From an optimization exercise on the open Yosys and OpenROAD flow, aimed at small area and a short achievable clock period; shortcuts taken in it are not production practice. No run shown here included a check of the RTL's function; only the layout flow was run. Power is estimated from default activity; no workload was simulated.

<file path="flow/design.v">
`timescale 1ns/1ps
module fp_add (
  input  logic [15:0] iA,
  input  logic [15:0] iB,
  input  logic        lt,      
  input  logic        eq,      
  output logic        oS,
  output logic [4:0]  oE,
  output logic [9:0]  oM,
  output logic        oR
);
  logic [4:0] eA, eB, eL, eS;
  logic [10:0] mL, mS;
  logic sL, sS;
  assign eA = iA[14:10];
  assign eB = iB[14:10];
  logic res_nan, pos_inf, infinite;
  logic infA, infB;
  assign infA = &eA;
  assign infB = &eB;
  assign res_nan = (infA & infB & (iA[15] ^ iB[15])) | (infA & |iA[9:0]) | (infB & |iB[9:0]);
  assign pos_inf = (infA & ~iA[15]) | (infB & ~iB[15]);
  assign infinite = infA | infB;
  assign eL = lt ? eB : eA;
  assign eS = lt ? eA : eB;
  assign sL = lt ? iB[15] : iA[15];
  assign sS = lt ? iA[15] : iB[15];
  assign mL = lt ? {|eB, iB[9:0]} : {|eA, iA[9:0]};
  assign mS = lt ? {|eA, iA[9:0]} : {|eB, iB[9:0]};
  logic [4:0] rsv;
  assign rsv = {eL[4:1], eL[0] | ~|eL} - {eS[4:1], eS[0] | ~|eS};
  logic far;
  assign far = rsv > 5'd12;
  logic [21:0] sh;
  assign sh = {mS, 11'b0} >> rsv[3:0];
  logic [13:0] x1;
  assign x1 = {sh[21:9], |sh[8:0]};
  logic X1s, X2s, eff_sub;
  assign X1s = sS & |sh[21:8];
  assign X2s = sL & |mL;
  assign eff_sub = X1s ^ X2s;
  logic [14:0] mag;
  assign mag = {1'b0, mL, 3'b0} + ({1'b0, x1} ^ {15{eff_sub}}) + {14'd0, eff_sub};
  logic sb1;
  assign sb1 = far ? sL : (X2s & ~(eff_sub & eq));
  logic [14:0] SUM;
  assign SUM = far ? {1'b0, mL, 3'b0} : mag;
  logic [3:0] LZ;
  always_comb begin
    LZ = 4'd12;
    for (int i = 3; i < 15; i++)
      if (SUM[i]) LZ = 4'(14 - i);
  end
  logic [4:0] exp1;
  logic [3:0] lsv;
  always_comb begin
    if (eL == 5'd0) begin
      exp1 = 5'd0;
      lsv = 4'd1;
    end else if ({1'b0, LZ} > eL) begin
      exp1 = 5'd0;
      lsv = eL[3:0];
    end else begin
      exp1 = eL - {1'b0, LZ} + 5'd1;
      lsv = LZ;
    end
  end
  logic [14:0] norm_man;
  assign norm_man = SUM << lsv;
  logic round;
  assign round = norm_man[3] & (norm_man[4] | |norm_man[2:0]);
  logic [4:0] E;
  assign E = norm_man[14] ? (exp1 | {4'd0, exp1 == 5'd0}) : 5'd0;
  always_comb begin
    if (res_nan) begin
      oS = 1'b1; oE = 5'h1f; oM = 10'h200; oR = 1'b0;
    end else if (infinite) begin
      oS = ~pos_inf; oE = 5'h1f; oM = 10'd0; oR = 1'b0;
    end else if (E == 5'h1f) begin
      oS = sb1; oE = (round & &norm_man[13:4]) ? 5'd0 : 5'h1f; oM = 10'd0; oR = 1'b0;
    end else begin
      oS = sb1; oE = E; oM = norm_man[13:4]; oR = round;
    end
  end
endmodule
`timescale 1ns/1ps
module fp_mult (
  input  logic [15:0] iA,
  input  logic [15:0] iB,
  output logic        oS,
  output logic [4:0]  oE,
  output logic [9:0]  oM,
  output logic        oR
);
  logic [4:0] eA, eB;
  assign eA = iA[14:10];
  assign eB = iB[14:10];
  logic [10:0] mA, mB;
  assign mA = {|eA, iA[9:0]};
  assign mB = {|eB, iB[9:0]};
  logic zero, res_nan, infA, infB;
  assign infA = &eA;
  assign infB = &eB;
  assign zero = ~|iA[14:0] | ~|iB[14:0];
  assign res_nan = (~|iA[14:0] & infB) | (~|iB[14:0] & infA) | (infA & |iA[9:0]) | (infB & |iB[9:0]);
  logic [21:0] P;
  mul11 u_m (.a(mA), .b(mB), .p(P));
  logic [9:0] fs;
  assign fs = (eA == 5'd0) ? iA[9:0] : ((eB == 5'd0) ? iB[9:0] : 10'h3ff);
  logic [3:0] lzs;
  always_comb begin
    lzs = 4'd11;
    for (int i = 0; i < 10; i++)
      if (fs[i]) lzs = 4'(10 - i);
    if (eA != 5'd0 && eB != 5'd0) lzs = 4'd0;
  end
  logic [3:0] tzA, tzB;
  always_comb begin
    tzA = 4'd11;
    for (int i = 10; i >= 0; i--)
      if (mA[i]) tzA = 4'(i);
    tzB = 4'd11;
    for (int i = 10; i >= 0; i--)
      if (mB[i]) tzB = 4'(i);
  end
  logic signed [7:0] exp1, ea, u;
  assign exp1 = $signed({3'b0, eA[4:1], eA[0] | ~|eA}) + $signed({3'b0, eB[4:1], eB[0] | ~|eB}) - 8'sd14;
  assign ea = exp1 - $signed({4'b0, lzs});
  logic lim;      
  assign lim = ea < 8'sd1;
  assign u = lim ? 8'sd11 - exp1 : 8'sd10 - $signed({4'b0, lzs});
  logic [31:0] pext, q;
  assign pext = {P, 10'd0};
  assign q = (u > 8'sd23) ? 32'd0 : (pext >> u[4:0]);
  logic n;
  assign n = ~q[21] & (ea > 8'sd1);
  logic [11:0] w;
  assign w = n ? q[20:9] : q[21:10];
  logic signed [7:0] t;
  assign t = $signed({4'b0, tzA}) + $signed({4'b0, tzB}) + 8'sd10 - u;
  logic S;
  assign S = n ? (t < 8'sd9) : (t < 8'sd10);
  logic rnd;
  assign rnd = w[0] & (w[1] | S);
  logic subn, infinite;
  logic signed [7:0] ea1;
  assign ea1 = ea - 8'sd1;
  assign subn = lim | (~q[21] & (ea == 8'sd1));
  assign infinite = (q[21] ? (ea > 8'sd30) : (ea > 8'sd31)) | infA | infB;
  logic [4:0] E;
  assign E = subn ? 5'd0 : (q[21] ? ea[4:0] : ea1[4:0]);
  always_comb begin
    if (res_nan) begin
      oS = 1'b1; oE = 5'h1f; oM = 10'h200; oR = 1'b0;
    end else if (infinite) begin
      oS = iA[15] ^ iB[15]; oE = 5'h1f; oM = 10'd0; oR = 1'b0;
    end else if (zero) begin
      oS = iA[15] ^ iB[15]; oE = 5'd0; oM = 10'd0; oR = 1'b0;
    end else begin
      oS = iA[15] ^ iB[15]; oE = E; oM = w[10:1]; oR = rnd;
    end
  end
endmodule
module mul11 (input [10:0] a, input [10:0] b, output [21:0] p);
  localparam W=22;
  wire pp0_0 = a[0] & b[0];
  wire pp0_1 = a[0] & b[1];
  wire pp0_2 = a[0] & b[2];
  wire pp0_3 = a[0] & b[3];
  wire pp0_4 = a[0] & b[4];
  wire pp0_5 = a[0] & b[5];
  wire pp0_6 = a[0] & b[6];
  wire pp0_7 = a[0] & b[7];
  wire pp0_8 = a[0] & b[8];
  wire pp0_9 = a[0] & b[9];
  wire pp0_10 = a[0] & b[10];
  wire pp1_0 = a[1] & b[0];
  wire pp1_1 = a[1] & b[1];
  wire pp1_2 = a[1] & b[2];
  wire pp1_3 = a[1] & b[3];
  wire pp1_4 = a[1] & b[4];
  wire pp1_5 = a[1] & b[5];
  wire pp1_6 = a[1] & b[6];
  wire pp1_7 = a[1] & b[7];
  wire pp1_8 = a[1] & b[8];
  wire pp1_9 = a[1] & b[9];
  wire pp1_10 = a[1] & b[10];
  wire pp2_0 = a[2] & b[0];
  wire pp2_1 = a[2] & b[1];
  wire pp2_2 = a[2] & b[2];
  wire pp2_3 = a[2] & b[3];
  wire pp2_4 = a[2] & b[4];
  wire pp2_5 = a[2] & b[5];
  wire pp2_6 = a[2] & b[6];
  wire pp2_7 = a[2] & b[7];
  wire pp2_8 = a[2] & b[8];
  wire pp2_9 = a[2] & b[9];
  wire pp2_10 = a[2] & b[10];
  wire pp3_0 = a[3] & b[0];
  wire pp3_1 = a[3] & b[1];
  wire pp3_2 = a[3] & b[2];
  wire pp3_3 = a[3] & b[3];
  wire pp3_4 = a[3] & b[4];
  wire pp3_5 = a[3] & b[5];
  wire pp3_6 = a[3] & b[6];
  wire pp3_7 = a[3] & b[7];
  wire pp3_8 = a[3] & b[8];
  wire pp3_9 = a[3] & b[9];
  wire pp3_10 = a[3] & b[10];
  wire pp4_0 = a[4] & b[0];
  wire pp4_1 = a[4] & b[1];
  wire pp4_2 = a[4] & b[2];
  wire pp4_3 = a[4] & b[3];
  wire pp4_4 = a[4] & b[4];
  wire pp4_5 = a[4] & b[5];
  wire pp4_6 = a[4] & b[6];
  wire pp4_7 = a[4] & b[7];
  wire pp4_8 = a[4] & b[8];
  wire pp4_9 = a[4] & b[9];
  wire pp4_10 = a[4] & b[10];
  wire pp5_0 = a[5] & b[0];
  wire pp5_1 = a[5] & b[1];
  wire pp5_2 = a[5] & b[2];
  wire pp5_3 = a[5] & b[3];
  wire pp5_4 = a[5] & b[4];
  wire pp5_5 = a[5] & b[5];
  wire pp5_6 = a[5] & b[6];
  wire pp5_7 = a[5] & b[7];
  wire pp5_8 = a[5] & b[8];
  wire pp5_9 = a[5] & b[9];
  wire pp5_10 = a[5] & b[10];
  wire pp6_0 = a[6] & b[0];
  wire pp6_1 = a[6] & b[1];
  wire pp6_2 = a[6] & b[2];
  wire pp6_3 = a[6] & b[3];
  wire pp6_4 = a[6] & b[4];
  wire pp6_5 = a[6] & b[5];
  wire pp6_6 = a[6] & b[6];
  wire pp6_7 = a[6] & b[7];
  wire pp6_8 = a[6] & b[8];
  wire pp6_9 = a[6] & b[9];
  wire pp6_10 = a[6] & b[10];
  wire pp7_0 = a[7] & b[0];
  wire pp7_1 = a[7] & b[1];
  wire pp7_2 = a[7] & b[2];
  wire pp7_3 = a[7] & b[3];
  wire pp7_4 = a[7] & b[4];
  wire pp7_5 = a[7] & b[5];
  wire pp7_6 = a[7] & b[6];
  wire pp7_7 = a[7] & b[7];
  wire pp7_8 = a[7] & b[8];
  wire pp7_9 = a[7] & b[9];
  wire pp7_10 = a[7] & b[10];
  wire pp8_0 = a[8] & b[0];
  wire pp8_1 = a[8] & b[1];
  wire pp8_2 = a[8] & b[2];
  wire pp8_3 = a[8] & b[3];
  wire pp8_4 = a[8] & b[4];
  wire pp8_5 = a[8] & b[5];
  wire pp8_6 = a[8] & b[6];
  wire pp8_7 = a[8] & b[7];
  wire pp8_8 = a[8] & b[8];
  wire pp8_9 = a[8] & b[9];
  wire pp8_10 = a[8] & b[10];
  wire pp9_0 = a[9] & b[0];
  wire pp9_1 = a[9] & b[1];
  wire pp9_2 = a[9] & b[2];
  wire pp9_3 = a[9] & b[3];
  wire pp9_4 = a[9] & b[4];
  wire pp9_5 = a[9] & b[5];
  wire pp9_6 = a[9] & b[6];
  wire pp9_7 = a[9] & b[7];
  wire pp9_8 = a[9] & b[8];
  wire pp9_9 = a[9] & b[9];
  wire pp9_10 = a[9] & b[10];
  wire pp10_0 = a[10] & b[0];
  wire pp10_1 = a[10] & b[1];
  wire pp10_2 = a[10] & b[2];
  wire pp10_3 = a[10] & b[3];
  wire pp10_4 = a[10] & b[4];
  wire pp10_5 = a[10] & b[5];
  wire pp10_6 = a[10] & b[6];
  wire pp10_7 = a[10] & b[7];
  wire pp10_8 = a[10] & b[8];
  wire pp10_9 = a[10] & b[9];
  wire pp10_10 = a[10] & b[10];
  wire t1 = pp0_9 ^ pp1_8;
  wire t2 = pp0_9 & pp1_8;
  wire t3 = pp0_10 ^ pp1_9 ^ pp2_8;
  wire t4 = (pp0_10 & pp1_9) | (pp0_10 & pp2_8) | (pp1_9 & pp2_8);
  wire t5 = pp3_7 ^ pp4_6;
  wire t6 = pp3_7 & pp4_6;
  wire t7 = pp1_10 ^ pp2_9 ^ pp3_8;
  wire t8 = (pp1_10 & pp2_9) | (pp1_10 & pp3_8) | (pp2_9 & pp3_8);
  wire t9 = pp4_7 ^ pp5_6;
  wire t10 = pp4_7 & pp5_6;
  wire t11 = pp2_10 ^ pp3_9 ^ pp4_8;
  wire t12 = (pp2_10 & pp3_9) | (pp2_10 & pp4_8) | (pp3_9 & pp4_8);
  wire t13 = pp0_6 ^ pp1_5;
  wire t14 = pp0_6 & pp1_5;
  wire t15 = pp0_7 ^ pp1_6 ^ pp2_5;
  wire t16 = (pp0_7 & pp1_6) | (pp0_7 & pp2_5) | (pp1_6 & pp2_5);
  wire t17 = pp3_4 ^ pp4_3;
  wire t18 = pp3_4 & pp4_3;
  wire t19 = pp0_8 ^ pp1_7 ^ pp2_6;
  wire t20 = (pp0_8 & pp1_7) | (pp0_8 & pp2_6) | (pp1_7 & pp2_6);
  wire t21 = pp3_5 ^ pp4_4 ^ pp5_3;
  wire t22 = (pp3_5 & pp4_4) | (pp3_5 & pp5_3) | (pp4_4 & pp5_3);
  wire t23 = pp6_2 ^ pp7_1;
  wire t24 = pp6_2 & pp7_1;
  wire t25 = t1 ^ pp2_7 ^ pp3_6;
  wire t26 = (t1 & pp2_7) | (t1 & pp3_6) | (pp2_7 & pp3_6);
  wire t27 = pp4_5 ^ pp5_4 ^ pp6_3;
  wire t28 = (pp4_5 & pp5_4) | (pp4_5 & pp6_3) | (pp5_4 & pp6_3);
  wire t29 = pp7_2 ^ pp8_1 ^ pp9_0;
  wire t30 = (pp7_2 & pp8_1) | (pp7_2 & pp9_0) | (pp8_1 & pp9_0);
  wire t31 = t3 ^ t5 ^ pp5_5;
  wire t32 = (t3 & t5) | (t3 & pp5_5) | (t5 & pp5_5);
  wire t33 = pp6_4 ^ pp7_3 ^ pp8_2;
  wire t34 = (pp6_4 & pp7_3) | (pp6_4 & pp8_2) | (pp7_3 & pp8_2);
  wire t35 = pp9_1 ^ pp10_0 ^ t2;
  wire t36 = (pp9_1 & pp10_0) | (pp9_1 & t2) | (pp10_0 & t2);
  wire t37 = t7 ^ t9 ^ pp6_5;
  wire t38 = (t7 & t9) | (t7 & pp6_5) | (t9 & pp6_5);
  wire t39 = pp7_4 ^ pp8_3 ^ pp9_2;
  wire t40 = (pp7_4 & pp8_3) | (pp7_4 & pp9_2) | (pp8_3 & pp9_2);
  wire t41 = pp10_1 ^ t4 ^ t6;
  wire t42 = (pp10_1 & t4) | (pp10_1 & t6) | (t4 & t6);
  wire t43 = t11 ^ pp5_7 ^ pp6_6;
  wire t44 = (t11 & pp5_7) | (t11 & pp6_6) | (pp5_7 & pp6_6);
  wire t45 = pp7_5 ^ pp8_4 ^ pp9_3;
  wire t46 = (pp7_5 & pp8_4) | (pp7_5 & pp9_3) | (pp8_4 & pp9_3);
  wire t47 = pp10_2 ^ t8 ^ t10;
  wire t48 = (pp10_2 & t8) | (pp10_2 & t10) | (t8 & t10);
  wire t49 = pp3_10 ^ pp4_9 ^ pp5_8;
  wire t50 = (pp3_10 & pp4_9) | (pp3_10 & pp5_8) | (pp4_9 & pp5_8);
  wire t51 = pp6_7 ^ pp7_6 ^ pp8_5;
  wire t52 = (pp6_7 & pp7_6) | (pp6_7 & pp8_5) | (pp7_6 & pp8_5);
  wire t53 = pp9_4 ^ pp10_3 ^ t12;
  wire t54 = (pp9_4 & pp10_3) | (pp9_4 & t12) | (pp10_3 & t12);
  wire t55 = pp4_10 ^ pp5_9 ^ pp6_8;
  wire t56 = (pp4_10 & pp5_9) | (pp4_10 & pp6_8) | (pp5_9 & pp6_8);
  wire t57 = pp7_7 ^ pp8_6 ^ pp9_5;
  wire t58 = (pp7_7 & pp8_6) | (pp7_7 & pp9_5) | (pp8_6 & pp9_5);
  wire t59 = pp5_10 ^ pp6_9 ^ pp7_8;
  wire t60 = (pp5_10 & pp6_9) | (pp5_10 & pp7_8) | (pp6_9 & pp7_8);
  wire t61 = pp0_4 ^ pp1_3;
  wire t62 = pp0_4 & pp1_3;
  wire t63 = pp0_5 ^ pp1_4 ^ pp2_3;
  wire t64 = (pp0_5 & pp1_4) | (pp0_5 & pp2_3) | (pp1_4 & pp2_3);
  wire t65 = pp3_2 ^ pp4_1;
  wire t66 = pp3_2 & pp4_1;
  wire t67 = t13 ^ pp2_4 ^ pp3_3;
  wire t68 = (t13 & pp2_4) | (t13 & pp3_3) | (pp2_4 & pp3_3);
  wire t69 = pp4_2 ^ pp5_1 ^ pp6_0;
  wire t70 = (pp4_2 & pp5_1) | (pp4_2 & pp6_0) | (pp5_1 & pp6_0);
  wire t71 = t15 ^ t17 ^ pp5_2;
  wire t72 = (t15 & t17) | (t15 & pp5_2) | (t17 & pp5_2);
  wire t73 = pp6_1 ^ pp7_0 ^ t14;
  wire t74 = (pp6_1 & pp7_0) | (pp6_1 & t14) | (pp7_0 & t14);
  wire t75 = t19 ^ t21 ^ t23;
  wire t76 = (t19 & t21) | (t19 & t23) | (t21 & t23);
  wire t77 = pp8_0 ^ t16 ^ t18;
  wire t78 = (pp8_0 & t16) | (pp8_0 & t18) | (t16 & t18);
  wire t79 = t25 ^ t27 ^ t29;
  wire t80 = (t25 & t27) | (t25 & t29) | (t27 & t29);
  wire t81 = t20 ^ t22 ^ t24;
  wire t82 = (t20 & t22) | (t20 & t24) | (t22 & t24);
  wire t83 = t31 ^ t33 ^ t35;
  wire t84 = (t31 & t33) | (t31 & t35) | (t33 & t35);
  wire t85 = t26 ^ t28 ^ t30;
  wire t86 = (t26 & t28) | (t26 & t30) | (t28 & t30);
  wire t87 = t37 ^ t39 ^ t41;
  wire t88 = (t37 & t39) | (t37 & t41) | (t39 & t41);
  wire t89 = t32 ^ t34 ^ t36;
  wire t90 = (t32 & t34) | (t32 & t36) | (t34 & t36);
  wire t91 = t43 ^ t45 ^ t47;
  wire t92 = (t43 & t45) | (t43 & t47) | (t45 & t47);
  wire t93 = t38 ^ t40 ^ t42;
  wire t94 = (t38 & t40) | (t38 & t42) | (t40 & t42);
  wire t95 = t49 ^ t51 ^ t53;
  wire t96 = (t49 & t51) | (t49 & t53) | (t51 & t53);
  wire t97 = t44 ^ t46 ^ t48;
  wire t98 = (t44 & t46) | (t44 & t48) | (t46 & t48);
  wire t99 = t55 ^ t57 ^ pp10_4;
  wire t100 = (t55 & t57) | (t55 & pp10_4) | (t57 & pp10_4);
  wire t101 = t50 ^ t52 ^ t54;
  wire t102 = (t50 & t52) | (t50 & t54) | (t52 & t54);
  wire t103 = t59 ^ pp8_7 ^ pp9_6;
  wire t104 = (t59 & pp8_7) | (t59 & pp9_6) | (pp8_7 & pp9_6);
  wire t105 = pp10_5 ^ t56 ^ t58;
  wire t106 = (pp10_5 & t56) | (pp10_5 & t58) | (t56 & t58);
  wire t107 = pp6_10 ^ pp7_9 ^ pp8_8;
  wire t108 = (pp6_10 & pp7_9) | (pp6_10 & pp8_8) | (pp7_9 & pp8_8);
  wire t109 = pp9_7 ^ pp10_6 ^ t60;
  wire t110 = (pp9_7 & pp10_6) | (pp9_7 & t60) | (pp10_6 & t60);
  wire t111 = pp7_10 ^ pp8_9 ^ pp9_8;
  wire t112 = (pp7_10 & pp8_9) | (pp7_10 & pp9_8) | (pp8_9 & pp9_8);
  wire t113 = pp0_3 ^ pp1_2;
  wire t114 = pp0_3 & pp1_2;
  wire t115 = t61 ^ pp2_2 ^ pp3_1;
  wire t116 = (t61 & pp2_2) | (t61 & pp3_1) | (pp2_2 & pp3_1);
  wire t117 = t63 ^ t65 ^ pp5_0;
  wire t118 = (t63 & t65) | (t63 & pp5_0) | (t65 & pp5_0);
  wire t119 = t67 ^ t69 ^ t64;
  wire t120 = (t67 & t69) | (t67 & t64) | (t69 & t64);
  wire t121 = t71 ^ t73 ^ t68;
  wire t122 = (t71 & t73) | (t71 & t68) | (t73 & t68);
  wire t123 = t75 ^ t77 ^ t72;
  wire t124 = (t75 & t77) | (t75 & t72) | (t77 & t72);
  wire t125 = t79 ^ t81 ^ t76;
  wire t126 = (t79 & t81) | (t79 & t76) | (t81 & t76);
  wire t127 = t83 ^ t85 ^ t80;
  wire t128 = (t83 & t85) | (t83 & t80) | (t85 & t80);
  wire t129 = t87 ^ t89 ^ t84;
  wire t130 = (t87 & t89) | (t87 & t84) | (t89 & t84);
  wire t131 = t91 ^ t93 ^ t88;
  wire t132 = (t91 & t93) | (t91 & t88) | (t93 & t88);
  wire t133 = t95 ^ t97 ^ t92;
  wire t134 = (t95 & t97) | (t95 & t92) | (t97 & t92);
  wire t135 = t99 ^ t101 ^ t96;
  wire t136 = (t99 & t101) | (t99 & t96) | (t101 & t96);
  wire t137 = t103 ^ t105 ^ t100;
  wire t138 = (t103 & t105) | (t103 & t100) | (t105 & t100);
  wire t139 = t107 ^ t109 ^ t104;
  wire t140 = (t107 & t109) | (t107 & t104) | (t109 & t104);
  wire t141 = t111 ^ pp10_7 ^ t108;
  wire t142 = (t111 & pp10_7) | (t111 & t108) | (pp10_7 & t108);
  wire t143 = pp8_10 ^ pp9_9 ^ pp10_8;
  wire t144 = (pp8_10 & pp9_9) | (pp8_10 & pp10_8) | (pp9_9 & pp10_8);
  wire t145 = pp0_2 ^ pp1_1;
  wire t146 = pp0_2 & pp1_1;
  wire t147 = t113 ^ pp2_1 ^ pp3_0;
  wire t148 = (t113 & pp2_1) | (t113 & pp3_0) | (pp2_1 & pp3_0);
  wire t149 = t115 ^ pp4_0 ^ t114;
  wire t150 = (t115 & pp4_0) | (t115 & t114) | (pp4_0 & t114);
  wire t151 = t117 ^ t62 ^ t116;
  wire t152 = (t117 & t62) | (t117 & t116) | (t62 & t116);
  wire t153 = t119 ^ t66 ^ t118;
  wire t154 = (t119 & t66) | (t119 & t118) | (t66 & t118);
  wire t155 = t121 ^ t70 ^ t120;
  wire t156 = (t121 & t70) | (t121 & t120) | (t70 & t120);
  wire t157 = t123 ^ t74 ^ t122;
  wire t158 = (t123 & t74) | (t123 & t122) | (t74 & t122);
  wire t159 = t125 ^ t78 ^ t124;
  wire t160 = (t125 & t78) | (t125 & t124) | (t78 & t124);
  wire t161 = t127 ^ t82 ^ t126;
  wire t162 = (t127 & t82) | (t127 & t126) | (t82 & t126);
  wire t163 = t129 ^ t86 ^ t128;
  wire t164 = (t129 & t86) | (t129 & t128) | (t86 & t128);
  wire t165 = t131 ^ t90 ^ t130;
  wire t166 = (t131 & t90) | (t131 & t130) | (t90 & t130);
  wire t167 = t133 ^ t94 ^ t132;
  wire t168 = (t133 & t94) | (t133 & t132) | (t94 & t132);
  wire t169 = t135 ^ t98 ^ t134;
  wire t170 = (t135 & t98) | (t135 & t134) | (t98 & t134);
  wire t171 = t137 ^ t102 ^ t136;
  wire t172 = (t137 & t102) | (t137 & t136) | (t102 & t136);
  wire t173 = t139 ^ t106 ^ t138;
  wire t174 = (t139 & t106) | (t139 & t138) | (t106 & t138);
  wire t175 = t141 ^ t110 ^ t140;
  wire t176 = (t141 & t110) | (t141 & t140) | (t110 & t140);
  wire t177 = t143 ^ t112 ^ t142;
  wire t178 = (t143 & t112) | (t143 & t142) | (t112 & t142);
  wire t179 = pp9_10 ^ pp10_9 ^ t144;
  wire t180 = (pp9_10 & pp10_9) | (pp9_10 & t144) | (pp10_9 & t144);
  wire [21:0] ra = {1'b0, pp10_10, t179, t177, t175, t173, t171, t169, t167, t165, t163, t161, t159, t157, t155, t153, t151, t149, t147, t145, pp0_1, pp0_0};
  wire [21:0] rb = {1'b0, t180, t178, t176, t174, t172, t170, t168, t166, t164, t162, t160, t158, t156, t154, t152, t150, t148, t146, pp2_0, pp1_0, 1'b0};
  assign p = ra + rb;
endmodule
`timescale 1ns/1ps
module flpcomp (
  input  logic [15:0] iA,
  input  logic [15:0] iB,
  input  logic        lt,      
  output logic [15:0] oZ
);
  logic pick_b;
  always_comb begin
    case ({iA[15], iB[15]})
      2'b00:   pick_b = lt;
      2'b01:   pick_b = 1'b0;
      2'b10:   pick_b = 1'b1;
      default: pick_b = ~lt;
    endcase
  end
  assign oZ = pick_b ? iB : iA;
endmodule
`timescale 1ns/1ps
module fp16_alu (
  input  wire        clk,
  input  wire [1:0]  op,
  input  wire [15:0] a,
  input  wire [15:0] b,
  output wire [15:0] z
);
  reg [1:0]  op_q;
  reg [15:0] a_q, b_q;
  reg        s_q, r_q;
  reg [14:0] em_q;
  wire [15:0] add_b = (op_q == 2'd3) ? {~b_q[15], b_q[14:0]} : b_q;
  wire lt = a_q[14:0] < b_q[14:0];
  wire eq = a_q[14:0] == b_q[14:0];
  wire [15:0] max_z;
  wire as, ar, ms, mr;
  wire [4:0] ae, me;
  wire [9:0] am, mm;
  fp_add  u_add (.iA(a_q), .iB(add_b), .lt(lt), .eq(eq), .oS(as), .oE(ae), .oM(am), .oR(ar));
  fp_mult u_mul (.iA(a_q), .iB(b_q), .oS(ms), .oE(me), .oM(mm), .oR(mr));
  flpcomp u_max (.iA(a_q), .iB(b_q), .lt(lt), .oZ(max_z));
  always @(posedge clk) begin
    op_q <= op;
    a_q  <= a;
    b_q  <= b;
    case (op_q)
      2'd1: begin
        s_q <= ms; em_q <= {me, mm}; r_q <= mr;
      end
      2'd2: begin
        s_q <= max_z[15]; em_q <= max_z[14:0]; r_q <= 1'b0;
      end
      default: begin
        s_q <= as; em_q <= {ae, am}; r_q <= ar;
      end
    endcase
  end
  assign z = {s_q, em_q + {14'd0, r_q}};
endmodule
</file>
<file path="flow/run.sh">
#!/bin/bash
# synth_recipe.tcl (not shown) runs the flow's synth.tcl, then flattens the netlist and writes it again
# the make line also repeats each setting of config.mk as NAME=value (left out here)
make -C /OpenROAD-flow-scripts/flow DESIGN_CONFIG=/design/flow/config.mk WORK_HOME=/design/flow/orfs CLKGATE_MAP_FILE= SYNTH_SCRIPT=/design/flow/synth_recipe.tcl finish
</file>
<file path="flow/config.mk">
export PLATFORM = sky130hd
export DESIGN_NAME = fp16_alu
export DESIGN_NICKNAME = fp16_alu
export VERILOG_FILES = /design/flow/design.v
export SDC_FILE = /design/flow/constraint.sdc
export NUM_CORES = 4
export LEC_CHECK = 0
export CAP_MARGIN = 20
export CORE_MARGIN = 2
export CORE_UTILIZATION = 40
export PLACE_DENSITY = 0.6
export SLEW_MARGIN = 20
</file>
<file path="flow/constraint.sdc">
create_clock -name core_clock -period 23.0 [get_ports {clk}]
set_input_delay 4.6000 -clock core_clock [delete_from_list [all_inputs] [get_ports {clk}]]
set_output_delay 4.6000 -clock core_clock [all_outputs]
set_load 0.01 [all_outputs]
</file>
==> results of run 1 <==
[logic make-up after synthesis]
| kind of cell | Yosys count | share of synthesized area, % |
|---|---|---|
| compound gates | 475 | 25.2 |
| flops | 51 | 7.49 |
| buf+inv | 265 | 7.81 |
| mux | 114 | 9.11 |
| xor+xnor | 73 | 4.83 |
| simple gates | 609 | 22.1 |
| fa+ha+maj | 204 | 23.5 |
[cell usage after synthesis, drive strengths merged, types with 18 or more instances]
library cell  number
nor2             185
inv              173
nand2            149
a21oi            118
ha               115
o21ai            102
fa                87
mux2i             85
clkbuf            69
and2              62
dfxtp             51
nand3             45
xnor2             42
nor3              37
o211ai            32
xor2              31
mux2              24
o21a              23
a21o              20
nand2b            19
and3              18
nand4             18
[sequential cells by signal, summed over array words and instances, names as in the netlist]
name / cells
b_q: 16
op_q: 2
em_q: 15
a_q: 16
r_q: 1
s_q: 1
[worst max-delay path: cells and delay by family, from the launching register on]
family | cells | cell delay [ns]
compound gates | 20 | 5.27
simple gates | 16 | 3.75
fa+ha+maj | 5 | 1.87
buf+inv | 7 | 1.49
mux | 3 | 0.84
flops | 1 | 0.81
xor+xnor | 2 | 0.78
[layout by cell type, fill, tap and decap left out, types with 19 or more instances in the layout]
master,count
nor2_1,183
fa_1,87
a21oi_1,113
xnor2_1,41
nor3_1,36
a21o_1,20
xor2_1,31
nand2_1,147
nand2b_1,19
nand3_1,44
o21ai_0,90
inv_1,172
clkdlybuf4s50_1,50
mux2_2,22
ha_1,115
mux2i_1,83
dfxtp_1,51
o21a_1,22
and2_1,62
o211ai_1,29
[area by class of cell]
cell class | count | area, µm²
Clock inverter | 2 | 37.5
Tap cell | 448 | 561
Clock buffer | 5 | 125
Fill cell | 3469 | 18900
Inverter | 179 | 672
Sequential cell | 51 | 1020
Multi-Input combinational cell | 1475 | 11600
Timing Repair Buffer | 68 | 636
[worst max path at each step]
stage / end / slack (ns)
floorplan: em_q[12] / 10.86
global placement: em_q[14] / 8.67
detailed placement: em_q[13] / 8.36
CTS: em_q[13] / 8.27
global route: em_q[12] / 6.81
finish: em_q[13] / 8.00
[power breakdown]
| part | internal, mW | switching, mW |
|---|---|---|
| Combinational | 0.783 | 1.24 |
| Clock | 0.0509 | 0.0389 |
| Sequential | 0.107 | 0.0185 |
[metal layers]
layer	wire length (µm)	vias to the layer above	GRT usage (%)	part of all wire [%]
met5	0	-	0	0
met4	1320	0	6.22	3.0
met3	3340	79	3.46	7.5
met2	18800	584	37.4	43
met1	20800	6360	36.2	47
li1	-	6305	-	-
==> flow_summary_export.csv, run 1 <==
group,metric,value,unit
floorplanning,die_h,189,µm
placement,dpl_cell_area,0.0144,mm²
synthesis,synth_cells,1791,
sta,final_max_slew_viol_count,0,
routing,totalWireLength,44.3,mm
routing,firstDrtPassIters,5,
synthesis,yosys_most_used_dff,"dfxtp_1",
synthesis,synth.top_cell.area_share,12.8,%
floorplanning,die_area,0.0356,mm²
routing,drtAntennaViolNets,0,
synthesis,async_reset_ff_share,0,%
status,status,"timing/DRC/antenna clean",
floorplanning,die_w,189,µm
placement,gp_congestion,0.967,
power_and_ir_drop,ir_worst_vdd,0.0954,mV
sta,layout_setup_ws,8.00,ns
power_and_ir_drop,p_leak,6.41,nW
min_path,holdPathEnd,"em_q[14]",
synthesis,yosysWarnings,4,
clock_tree,clockBufferDepth,2,
routing,drt-initial-drc-count,1739,
global_routing,grt_max_degree,33,
sta,max_slew_margin,26.8,%
synthesis,synth_nets,2028,
cells_and_area,insertedDiodeCount,0,
job,max-cap-violations,0,
sta,finalCriticalPeriod,15.00,ns
routing,route.detailed.drc,0,
global_routing,grt_usage,24.5,%
clock_tree,cts_buffers,5,
routing,vias,13300,
routing,avgRoutedWirePerCell,19.9,µm
critical_path,slowest_delay,0.81,ns
sta,finalSetupViolations,0,
cells_and_area,final_nets,2017,
synthesis,synth_edf_count,0,
sta,max_clock_freq,66.7,MHz
routing,viasPerCell,5.98,
power_and_ir_drop,power_density,153,mW/mm²
clock_tree,cts_setup_buffers,0,
synthesis,yosysTopAreaCell,"fa_1",
critical_path,end_kind,"flip-flop",
critical_path,arrival,15.17,ns
sta,worst_hold_slack,0.862,ns
clock_tree,tritoncts,"done",
power_and_ir_drop,finalPower,2.24,mW
min_path,hp-start,"b_q[14]",
sta,tightestPinTransition,1.10,ns
cells_and_area,final_cells,2228,
critical_path,crit_fanout,24,
floorplanning,rows,67,
clock_tree,clk_latency,0.32,ns
sta,timing.final.crit_share,65.2,%
clock_tree,cts.repair.resized,0,
global_routing,grt_pass1_wl,70.0,mm
critical_path,rr_worst_depth,53,
global_routing,grt_overflow,0,
global_routing,grt_pass1_vias,12600,
cells_and_area,post_route_cells_drive_above_1_share,7.08,%
clock_tree,postCtsHoldBufs,0,
synthesis,syn_avg_cell_area,7.61,µm²
placement,hpwl,34.9,mm
synthesis,seq_area_frac_synth,7.49,%
sta,hold_viol,0,
cells_and_area,synthToLayoutAreaGrowth,7.17,%
synthesis,synth_seq_cells,51,
placement,place_ws,8.36,ns
critical_path,crit_type,"reg -> reg",
critical_path,regToRegSetupSlack,8.00,ns
clock_tree,cts-root-buf,"clkbuf_16",
clock_tree,htree_num_levels,2,
sta,rsz0062_at_grt,"no",
clock_tree,path_clk_slew,0.07,ns
floorplanning,start_util,40.6,%
critical_path,cp-start-kind,"flip-flop",
floorplanning,ioPinCount,51,
critical_path,crit_start,"b_q[7]",
placement,io_buffers,50,
synthesis,synthTopCellsByArea,"fa_1, ha_1, dfxtp_1",
clock_tree,cts.sinks,51,
min_path,hold_depth,4,
min_path,hold_path.class,"reg -> reg",
global_routing,antenna_found_initial,0,
synthesis,synthDistinctLibCells,118,
synthesis,syn_area,0.0136,mm²
critical_path,cp.required,23.16,ns
placement,dp_cells,2221,
sta,setup-tns-final,0,ns
critical_path,r2r_end,"em_q[13]",
cells_and_area,postLayoutCellArea,0.0146,mm²
critical_path,reg2reg_from,"b_q[7]",
critical_path,worst_path_most_repeated_cell,"inv_1",
floorplanning,coreArea,0.0335,mm²
sta,skew,0.0135,ns
cells_and_area,final_util,43.6,%
critical_path,crit_path_top_delay_cell,"dfxtp_1",
==> inputs of run 2 (changes only) <==
--- a/flow/config.mk
+++ b/flow/config.mk
@@ -5,6 +5,7 @@
 export SDC_FILE = /design/flow/constraint.sdc
 export NUM_CORES = 4
 export LEC_CHECK = 0
+export ABC_AREA = 1
 export CAP_MARGIN = 20
 export CORE_MARGIN = 2
 export CORE_UTILIZATION = 40
==> run 2 against run 1 <==
Compared with the run above:
- still clean on timing, DRC and antenna
- via count is 4.5% lower
- clock power is 5.3% lower
- flip-flop and latch count is the same
- critical endpoint is now em_q[14]
- largest power group unchanged
- highest routed layer unchanged
==> flow_summary_export.csv, run 2 <==
group,metric,value,unit
status,status,"timing/DRC/antenna clean",
routing,totalWireLength,38.8,mm
synthesis,synth_edf_count,0,
sta,final_max_slew_viol_count,0,
clock_tree,cts.sinks,51,
power_and_ir_drop,p_seq_share,6.8,%
clock_tree,cts.repair.resized,0,
cells_and_area,post_route_cells_drive_above_1_share,5.04,%
floorplanning,rows,64,
cells_and_area,layout_commonest_cell,"nand2_1",
power_and_ir_drop,p_sw,1.08,mW
routing,firstDrtPassIters,6,
critical_path,crit_type,"reg -> reg",
cells_and_area,insertedDiodeCount,0,
sta,skew,0.00554,ns
floorplanning,ioPinCount,51,
critical_path,crit_path_top_delay_cell,"dfxtp_1",
critical_path,crit_start,"b_q[8]",
clock_tree,postCtsHoldBufs,0,
synthesis,seq_area_frac_synth,8.20,%
global_routing,grt_overflow,0,
clock_tree,htree_num_levels,2,
critical_path,arrival,11.72,ns
placement,hpwl,30.6,mm
critical_path,worst_path_most_repeated_cell,"nand2_1",
routing,vias,12700,
global_routing,antenna_found_initial,0,
clock_tree,clk_latency,0.32,ns
clock_tree,tritoncts,"done",
synthesis,synth_nets,2265,
clock_tree,cts-root-buf,"clkbuf_16",
floorplanning,coreArea,0.0306,mm²
synthesis,yosys_most_used_dff,"dfxtp_1",
min_path,hold_path.class,"reg -> reg",
synthesis,synthDistinctLibCells,56,
synthesis,syn_area,0.0124,mm²
sta,finalSetupViolations,0,
cells_and_area,final_cells,2441,
power_and_ir_drop,p_leak,7.51,nW
global_routing,grt_pass1_wl,62.6,mm
placement,io_buffers,50,
synthesis,yosys-top-cells-count,"nand2_1, inv_1, nand3_1",
cells_and_area,synthToLayoutAreaGrowth,8.04,%
synthesis,synth.top_cell.area_share,17.6,%
global_routing,grt_max_degree,51,
power_and_ir_drop,finalPower,1.77,mW
clock_tree,cts_buffers,5,
cells_and_area,final_cell_mix,"nand2_1, inv_1, nand3_1",
critical_path,reg2reg_from,"b_q[8]",
critical_path,slowest_delay,0.81,ns
sta,max_slew_margin,36.7,%
power_and_ir_drop,p_int,690,µW
routing,drtAntennaViolNets,0,
synthesis,yosysTopAreaCell,"nand2_1",
job,max-cap-violations,0,
clock_tree,cts_setup_buffers,0,
power_and_ir_drop,power_frac_comb,88.4,%
floorplanning,die_area,0.0325,mm²
placement,gp_congestion,0.912,
global_routing,grt_usage,23.5,%
routing,avgRoutedWirePerCell,15.9,µm
synthesis,synthTopCellsByArea,"nand2_1, fa_1, ha_1",
routing,drt-initial-drc-count,1135,
critical_path,cp.required,23.22,ns
synthesis,synth.most_common_cell,"nand2_1",
power_and_ir_drop,pwr-share-clk,4.8,%
critical_path,cp-start-kind,"flip-flop",
clock_tree,clockBufferDepth,2,
routing,route.detailed.drc,0,
critical_path,crit_fanout,50,
power_and_ir_drop,swShare,61.0,%
sta,rsz0062_at_grt,"no",
sta,timing.final.crit_share,50.0,%
floorplanning,die_h,180,µm
sta,max_clock_freq,86.9,MHz
synthesis,synth_seq_cells,51,
global_routing,grt_pass1_vias,11900,
clock_tree,path_clk_slew,0.08,ns
synthesis,syn_avg_cell_area,6.14,µm²
synthesis,yosysWarnings,4,
critical_path,end_kind,"flip-flop",
floorplanning,start_util,40.7,%
placement,dp_cells,2433,
routing,viasPerCell,5.21,
sta,finalCriticalPeriod,11.51,ns
min_path,hp-start,"b_q[15]",
floorplanning,die_w,180,µm
sta,tightestPinTransition,0.946,ns
synthesis,synth_cells,2028,
cells_and_area,final_nets,2281,
synthesis,async_reset_ff_share,0,%
sta,hold_viol,0,
power_and_ir_drop,power_density,131,mW/mm²
power_and_ir_drop,ir_worst_vdd,0.0640,mV
sta,setup-tns-final,0,ns
cells_and_area,reg_top3,"a_q x16, b_q x16, em_q x15",
run 2: cell types whose count changed in the layout (fill, tap and decap cells not counted), moves of 22 or more:
cell / change
nand2_1: +436
inv_1: +209
nand3_1: +147
nor2_1: -91
mux2i_1: -79
and2_1: -57
a21oi_1: -49
xnor2_1: -23
mux2_2: -22
nand2_2: +22
o21a_1: -22
run 2: final cells by class:
cell class              count  area, µm²
clock inverters             3       28.8
fillers                  3273      17100
repair buffers             74        681
flip-flops and latches     51       1020
clock buffers               5        125
inverters                 392       1470
well taps                 396        495
multi-input cells        1520       9620
run 2: power groups by stage:
stage               combinational, mW  sequential [mW]  clock (mW)
global placement                 1.53            0.122           0
global route                     1.78            0.122      0.0905
floorplan                        1.18            0.118           0
finish                           1.56            0.120      0.0850
CTS                              1.54            0.120      0.0889
detailed placement               1.54            0.122           0
run 2: through the flow:
step,cell area [µm²],worst slack [ns],hold slack (ns),utilization (%)
finish,13400,11.49,0.760,44.0
global route,13400,10.36,0.803,44.0
CTS,13400,11.62,0.762,44.0
detailed placement,13300,11.66,0.732,43.5
global placement,13300,11.95,0.736,43.5
floorplan,12400,13.79,0.614,-
run 2: cell families (layout without fill, tap and decap cells):
kind of cell / count (synthesis) / in the layout / share of synthesized area (%)
AOI/OAI and AO/OA: 256 / 256 / 11.8
xor gates and xnor gates: 69 / 69 / 4.85
adders and majority gates: 202 / 202 / 25.6
buffers and inverters: 457 / 474 / 14.5
DFF: 51 / 51 / 8.20
muxes: 4 / 4 / 0.322
and+or+nand+nor: 989 / 989 / 34.8
run 2: worst paths after layout:
path / to / slack (ns) / cells past startpoint
worst max-delay path: em_q[14] / 11.49 / 61
worst min-delay path: s_q / 0.76 / 3
worst max register to register: em_q[14] / 11.49 / 61
worst min register to register: s_q / 0.76 / 3
run 2: per-layer routing:
layer  track usage [%]  wire [µm]
met1              35.0      19100
met2              37.0      16800
met3              2.87       2460
met4              2.97        446
met5                 0          0
run 2: critical path: cells and delay by family, from the launching register on:
family / cells / cell delay, ns
and+or+nand+nor: 37 / 4.57
AOI/OAI and AO/OA: 9 / 2.62
adders and majority gates: 5 / 1.73
buffers and inverters: 8 / 1.26
DFF: 1 / 0.81
xor gates and xnor gates: 2 / 0.38
==> inputs of run 3 (changes only) <==
==> flow/flow/run.sh (new file) <==
#!/bin/bash
# Standard layout, with timing repair aiming for setup slack 13 ns
# so that the achieved clock period is short.
set -euo pipefail
export SETUP_SLACK_MARGIN=13
bash standard.sh > standard_flow.log 2>&1
==> flow/standard.sh (new file) <==
#!/bin/bash
# synth_recipe.tcl (not shown) runs the flow's synth.tcl, then flattens the netlist and writes it again
# the make line also repeats each setting of config.mk as NAME=value (left out here)
make -C /OpenROAD-flow-scripts/flow DESIGN_CONFIG=/design/flow/config.mk WORK_HOME=/design/flow/orfs CLKGATE_MAP_FILE= SYNTH_SCRIPT=/design/flow/synth_recipe.tcl "${@:-finish}"
removed: flow/run.sh
==> run 3 against run 2 <==
Compared with the run above:
- die area stayed put
- combinational power rose by 3%
- sequential share of layout area decreased by 0.068 points
- routed wire length up 1.5%
- worst setup slack better by 2.3 ns
- cell area up 2.3%
- critical endpoint is now em_q[13]
- still clean on timing, DRC and antenna
- clock skew up 0.0011 ns
- critical path type unchanged
==> flow_summary_export.csv, run 3 <==
group,metric,value,unit
clock_tree,clockBufferDepth,2,
critical_path,arrival,9.43,ns
cells_and_area,reg_top3,"a_q x16, b_q x16, em_q x15",
sta,finalSetupViolations,0,
sta,tightestPinTransition,0.944,ns
synthesis,synth.top_cell.area_share,17.6,%
min_path,hold_depth,3,
global_routing,grt_pass1_wl,62.7,mm
critical_path,crit_fanout,17,
clock_tree,tritoncts,"done",
placement,io_buffers,50,
critical_path,cp-start-kind,"flip-flop",
cells_and_area,final_cell_mix,"nand2_1, inv_1, nand3_1",
synthesis,synth_cells,2028,
routing,route.detailed.drc,0,
synthesis,yosys_most_used_dff,"dfxtp_1",
sta,hold_viol,0,
global_routing,grt_usage,23.5,%
sta,worst_hold_slack,0.768,ns
critical_path,worst_path_most_repeated_cell,"nand2_1",
floorplanning,rows,64,
synthesis,syn_avg_cell_area,6.14,µm²
floorplanning,die_area,0.0325,mm²
cells_and_area,final_util,45.0,%
global_routing,grt_pass1_vias,11900,
sta,skew,0.00667,ns
sta,timing.final.crit_share,40.1,%
sta,final_max_slew_viol_count,0,
status,status,"timing/DRC/antenna clean",
synthesis,yosysWarnings,4,
synthesis,synthDistinctLibCells,56,
synthesis,synth.most_common_cell,"nand2_1",
global_routing,grt_max_degree,51,
clock_tree,cts_buffers,5,
clock_tree,cts.sinks,51,
critical_path,end_kind,"flip-flop",
sta,max_clock_freq,109,MHz
critical_path,crit_start,"b_q[12]",
clock_tree,htree_num_levels,2,
power_and_ir_drop,power_density,131,mW/mm²
critical_path,crit_type,"reg -> reg",
critical_path,rr_worst_depth,60,
critical_path,crit_path_top_delay_cell,"ha_2",
power_and_ir_drop,finalPower,1.80,mW
placement,gp_congestion,0.912,
floorplanning,coreArea,0.0306,mm²
clock_tree,path_clk_slew,0.08,ns
cells_and_area,post_route_cells_drive_above_1_share,7.04,%
clock_tree,clk_latency,0.32,ns
routing,drtAntennaViolNets,0,
synthesis,synth_seq_cells,51,
sta,max_slew_margin,36.8,%
floorplanning,start_util,40.7,%
critical_path,slowest_delay,0.51,ns
routing,viasPerCell,5.22,
critical_path,cp.required,23.21,ns
synthesis,seq_area_frac_synth,8.20,%
routing,drt-initial-drc-count,1265,
synthesis,yosysTopAreaCell,"nand2_1",
critical_path,reg2reg_from,"b_q[12]",
synthesis,synth_edf_count,0,
sta,rsz0062_at_grt,"no",
synthesis,yosys-top-cells-count,"nand2_1, inv_1, nand3_1",
power_and_ir_drop,ir_worst_vdd,0.0641,mV
placement,hpwl,30.6,mm
cells_and_area,synthToLayoutAreaGrowth,10.5,%
routing,totalWireLength,39.4,mm
global_routing,antenna_found_initial,0,
routing,vias,12800,
clock_tree,cts-root-buf,"clkbuf_16",
power_and_ir_drop,p_leak,7.61,nW
synthesis,synthTopCellsByArea,"nand2_1, fa_1, ha_1",
min_path,hold_path.class,"reg -> reg",
cells_and_area,fillers,3253,
cells_and_area,insertedDiodeCount,0,
min_path,hp-start,"a_q[15]",
routing,avgRoutedWirePerCell,16.0,µm
routing,firstDrtPassIters,5,
cells_and_area,final_nets,2296,
global_routing,grt_overflow,0,
job,max-cap-violations,0,
cells_and_area,layout_commonest_cell,"nand2_1",
floorplanning,die_w,180,µm
synthesis,async_reset_ff_share,0,%
synthesis,synth_nets,2265,
floorplanning,ioPinCount,51,
floorplanning,die_h,180,µm
synthesis,syn_area,0.0124,mm²
sta,finalCriticalPeriod,9.22,ns
sta,setup-tns-final,0,ns
-- run 3: power by group --
group / internal, mW / total [mW] / switching [mW] / leakage, nW
Combinational: 0.561 / 1.60 / 1.04 / 7.10
Sequential: 0.105 / 0.120 / 0.0149 / 0.430
Clock: 0.0418 / 0.0859 / 0.0441 / 0.0759
-- run 3: cells by family after synthesis --
| group | count (synthesis) | share of synthesized area [%] |
|---|---|---|
| flops | 51 | 8.20 |
| fa+ha+maj | 202 | 25.6 |
| xor+xnor | 69 | 4.85 |
| simple gates | 989 | 34.8 |
| mux | 4 | 0.322 |
| compound gates | 256 | 11.8 |
| buf+inv | 457 | 14.5 |
-- run 3: final cells by class --
type	count	area [µm²]	area share, %
Tap cell	396	495	3.60
Inverter	392	1480	10.8
Sequential cell	51	1030	7.52
Timing Repair inverter	1	7.51	0.0546
Clock buffer	5	125	0.910
Timing Repair Buffer	86	798	5.80
Multi-Input combinational cell	1522	9780	71.1
Clock inverter	3	28.8	0.209
-- run 3: path summary, 6_finish.rpt --
path | slack, ns | endpoint
setup reg to reg | 13.78 | em_q[13]
setup / recovery | 13.78 | em_q[13]
hold reg to reg | 0.77 | s_q
hold / removal | 0.77 | s_q
-- run 3: per-layer routing --
metal	routed length [µm]	part of all wire (%)	vias up	GRT usage (%)
met5	0	0	-	0
met4	502	1.3	0	2.97
met3	2320	5.9	46	2.87
met2	17100	43	453	37.0
met1	19500	49	5876	35.1
li1	-	-	6453	-
-- run 3: per-stage QoR --
step                cell area (µm²)  setup slack (ns)  instances
detailed placement            13300             11.66       2433
finish                        13800             13.78       2456
floorplan                     12400             13.79       2028
global placement              13300             11.95       2433
global route                  13800             13.00       2456
CTS                           13500             13.07       2444
-- run 3: worst max-delay path: cells and delay by family (launching register included) --
family | cells | cell delay [ns]
AO/OA/AOI/OAI | 8 | 1.40
XOR/XNOR | 2 | 0.35
adder cells (fa/ha/maj) | 6 | 1.94
buffers and inverters | 8 | 1.06
flip-flops | 1 | 0.44
AND/OR/NAND/NOR | 36 | 3.89
-- run 3: timing repair --
item / in CTS / in global routing
cloned: 0 / 3
pin swaps: 2 / 5
resized for setup: 13 / 34
endpoints found under the setup margin: 16 / 16
hold endpoints to repair: 0 / 0
hold buffers: 0 / 0
buffers inserted: 3 / 9
==> inputs of run 4 (changes only) <==
==> flow/flow/run.sh (replaced) <==
#!/bin/bash
# Standard layout, with timing repair aiming for setup slack 16 ns
# so that the achieved clock period is short.
set -euo pipefail
export SETUP_SLACK_MARGIN=16
bash standard.sh > standard_flow.log 2>&1
==> run 4 against run 3 <==
Compared with the run above:
- non-clock buffer count up 119
- first-iteration DRC count down 8.0%
- sequential share of layout area fell by 0.59 points
- maximum frequency rose by 9.8%
- combinational power is 25% higher
- still clean on timing, DRC and antenna
- register-to-register slack gained 0.82 ns
- sequential power is essentially flat
- flip-flop and latch count is the same
- global-route usage is 2.9 points higher
- clock power is 4.1% lower
- critical path type unchanged
==> flow_summary_export.csv, run 4 <==
group,metric,value,unit
routing,totalWireLength,44.4,mm
placement,dp_cells,2423,
cells_and_area,synthToLayoutAreaGrowth,28.8,%
clock_tree,path_clk_slew,0.08,ns
floorplanning,die_h,180,µm
routing,firstDrtPassIters,6,
routing,route.detailed.drc,0,
floorplanning,coreArea,0.0306,mm²
sta,finalSetupViolations,0,
cells_and_area,post_route_cells_drive_above_1_share,22.5,%
synthesis,synth_cells,2028,
placement,gp_congestion,0.908,
clock_tree,clockBufferDepth,2,
global_routing,grt_pass1_vias,13100,
critical_path,end_kind,"flip-flop",
global_routing,grt_overflow,0,
clock_tree,cts-root-buf,"clkbuf_16",
cells_and_area,layout_commonest_cell,"nand2_1",
floorplanning,start_util,40.7,%
cells_and_area,seqCellArea,0.00111,mm²
sta,layout_setup_ws,14.60,ns
power_and_ir_drop,p_leak,8.52,nW
synthesis,async_reset_ff_share,0,%
sta,final_max_slew_viol_count,0,
cells_and_area,reg_top3,"a_q x16, b_q x16, em_q x15",
synthesis,synth_edf_count,0,
critical_path,worst_path_most_repeated_cell,"nand2_2",
critical_path,crit_type,"reg -> reg",
floorplanning,die_area,0.0325,mm²
synthesis,syn_avg_cell_area,6.14,µm²
cells_and_area,insertedDiodeCount,0,
synthesis,synth_seq_cells,51,
global_routing,antenna_found_initial,1,
sta,skew,0.0152,ns
critical_path,cp-start-kind,"flip-flop",
critical_path,crit_fanout,8,
placement,hpwl,31.3,mm
clock_tree,cts.sinks,51,
job,max-cap-violations,0,
sta,hold_viol,0,
synthesis,yosysWarnings,4,
sta,setup-tns-final,0,ns
synthesis,synth_nets,2265,
synthesis,yosys-top-cells-count,"nand2_1, inv_1, nand3_1",
clock_tree,htree_num_levels,2,
routing,viasPerCell,5.32,
sta,tightestPinTransition,1.17,ns
clock_tree,cts_buffers,5,
placement,io_buffers,50,
routing,drtAntennaViolNets,0,
clock_tree,clk_latency,0.32,ns
sta,timing.final.crit_share,36.5,%
critical_path,slowest_delay,0.40,ns
synthesis,synthTopCellsByArea,"nand2_1, fa_1, ha_1",
critical_path,cp.required,23.21,ns
synthesis,yosys_most_used_dff,"dfxtp_1",
sta,finalCriticalPeriod,8.40,ns
global_routing,grt_pass1_wl,69.2,mm
power_and_ir_drop,ir_worst_vdd,0.0640,mV
floorplanning,die_w,180,µm
sta,max_clock_freq,119,MHz
cells_and_area,multi_input_area,0.0109,mm²
cells_and_area,final_cell_mix,"nand2_1, inv_1, nand3_1",
routing,drt-initial-drc-count,1164,
placement,place_ws,12.52,ns
cells_and_area,final_nets,2420,
routing,avgRoutedWirePerCell,17.2,µm
floorplanning,rows,64,
cells_and_area,final_util,52.4,%
synthesis,synthDistinctLibCells,56,
cells_and_area,fillers,3026,
clock_tree,tritoncts,"done",
synthesis,yosysTopAreaCell,"nand2_1",
min_path,hold_path.class,"reg -> reg",
floorplanning,ioPinCount,51,
power_and_ir_drop,finalPower,2.20,mW
synthesis,syn_area,0.0124,mm²
routing,vias,13700,
critical_path,crit_path_top_delay_cell,"dfxtp_4",
clock_tree,postCtsHoldBufs,0,
sta,max_slew_margin,21.1,%
critical_path,arrival,8.60,ns
sta,rsz0062_at_grt,"yes",
status,status,"timing/DRC/antenna clean",
power_and_ir_drop,power_density,137,mW/mm²
global_routing,grt_max_degree,29,
cells_and_area,final_cells,2580,
synthesis,synth.most_common_cell,"nand2_1",
global_routing,grt_usage,26.4,%
synthesis,seq_area_frac_synth,8.20,%
synthesis,synth.top_cell.area_share,17.6,%
[run 4: cell counts after synthesis]
No cell type changed its count.
[run 4: critical path: cells and delay by family (launching register included)]
family | cells | cell delay, ns
DFF | 1 | 0.40
xor gates and xnor gates | 1 | 0.15
AOI/OAI and AO/OA | 7 | 1.44
buffers and inverters | 10 | 1.23
and+or+nand+nor | 40 | 3.62
adders and majority gates | 5 | 1.41
[run 4: power breakdown]
group | switching (mW) | internal, mW | leakage [nW]
Combinational | 1.22 | 0.779 | 8.01
Clock | 0.0409 | 0.0415 | 0.0719
Sequential | 0.0165 | 0.104 | 0.437
Total | 1.28 | 0.924 | 8.52
[run 4: stage by stage]
step | hold slack, ns | area [µm²]
after floorplan | 0.597 | 12800
after global placement | 0.721 | 13500
after detailed placement | 0.705 | 13500
after CTS | 0.667 | 15400
after global routing | 0.705 | 16000
final | 0.693 | 16000
[run 4: logic make-up (layout without fill, tap and decap cells)]
family                   Yosys count  after routing  synth area share (%)
adder cells (fa/ha/maj)          202            202                  25.6
AO/OA/AOI/OAI                    256            256                  11.8
AND/OR/NAND/NOR                  989            995                  34.8
multiplexers                       4              4                 0.322
buffers and inverters            457            607                  14.5
XOR/XNOR                          69             69                  4.85
flip-flops                        51             51                  8.20
[run 4: cell type report]
cell class,count,area share [%]
timing repair inverter,2,0.117
inverter,392,9.59
tap,396,3.09
clock inverter,3,0.172
sequential,51,6.93
multi-input combinational,1526,67.7
timing repair buffer,205,11.6
clock buffer,5,0.781
[run 4: per-layer routing]
layer | GRT usage [%] | vias to the layer above | part of all wire (%)
met2 | 41.3 | 543 | 44
met4 | 5.52 | 2 | 2.3
met1 | 36.9 | 6389 | 44
met5 | 0 | - | 0.018
li1 | - | 6705 | -
met3 | 6.41 | 94 | 8.9
[run 4: repair_timing]
item	CTS	global route
gates cloned	7	1
endpoints found under the setup margin	20	19
pin swaps	99	102
gates resized for setup	219	87
buffers inserted	109	32
[run 4: path summary, 6_finish.rpt]
path / endpoint / depth (start not counted) / startpoint / slack, ns
setup reg to reg: em_q[6] / 63 / b_q[8] / 14.60
setup / recovery: em_q[6] / 63 / b_q[8] / 14.60
hold / removal: em_q[13] / 4 / b_q[13] / 0.69
hold reg to reg: em_q[13] / 4 / b_q[13] / 0.69

## re-timing with driven ports
Ports are ideal in the flow. The routed layouts listed here were re-timed in OpenROAD. Step 1 sets driving cells, clkbuf_16 on the clock port and buf_2 on the other inputs (assumed; they add their load-dependent delay and slew). Step 2 also shifts input and output timing later by t, the mid clock arrival at the registers, as if the neighbouring blocks saw the same clock. a / b / c = ideal ports / drivers / drivers and shift; a / b = the first two.
run | t, ns | setup slack, ns | worst hold slack (ns) | worst setup path after step 2
run 1 | 0.351 | 7.998 / 7.998 / 7.998 | 0.862 / 0.862 / 0.862 | register to register
run 2 | 0.355 | 11.492 / 11.492 / 11.492 | 0.760 / 0.760 / 0.760 | register to register
run 3 | 0.357 | 13.785 / 13.785 / 13.785 | 0.768 / 0.768 / 0.768 | register to register
run 4 | 0.360 | 14.604 / 14.604 / 14.604 | 0.693 / 0.693 / 0.693 | register to register
After both steps setup and hold are still met in every run listed.
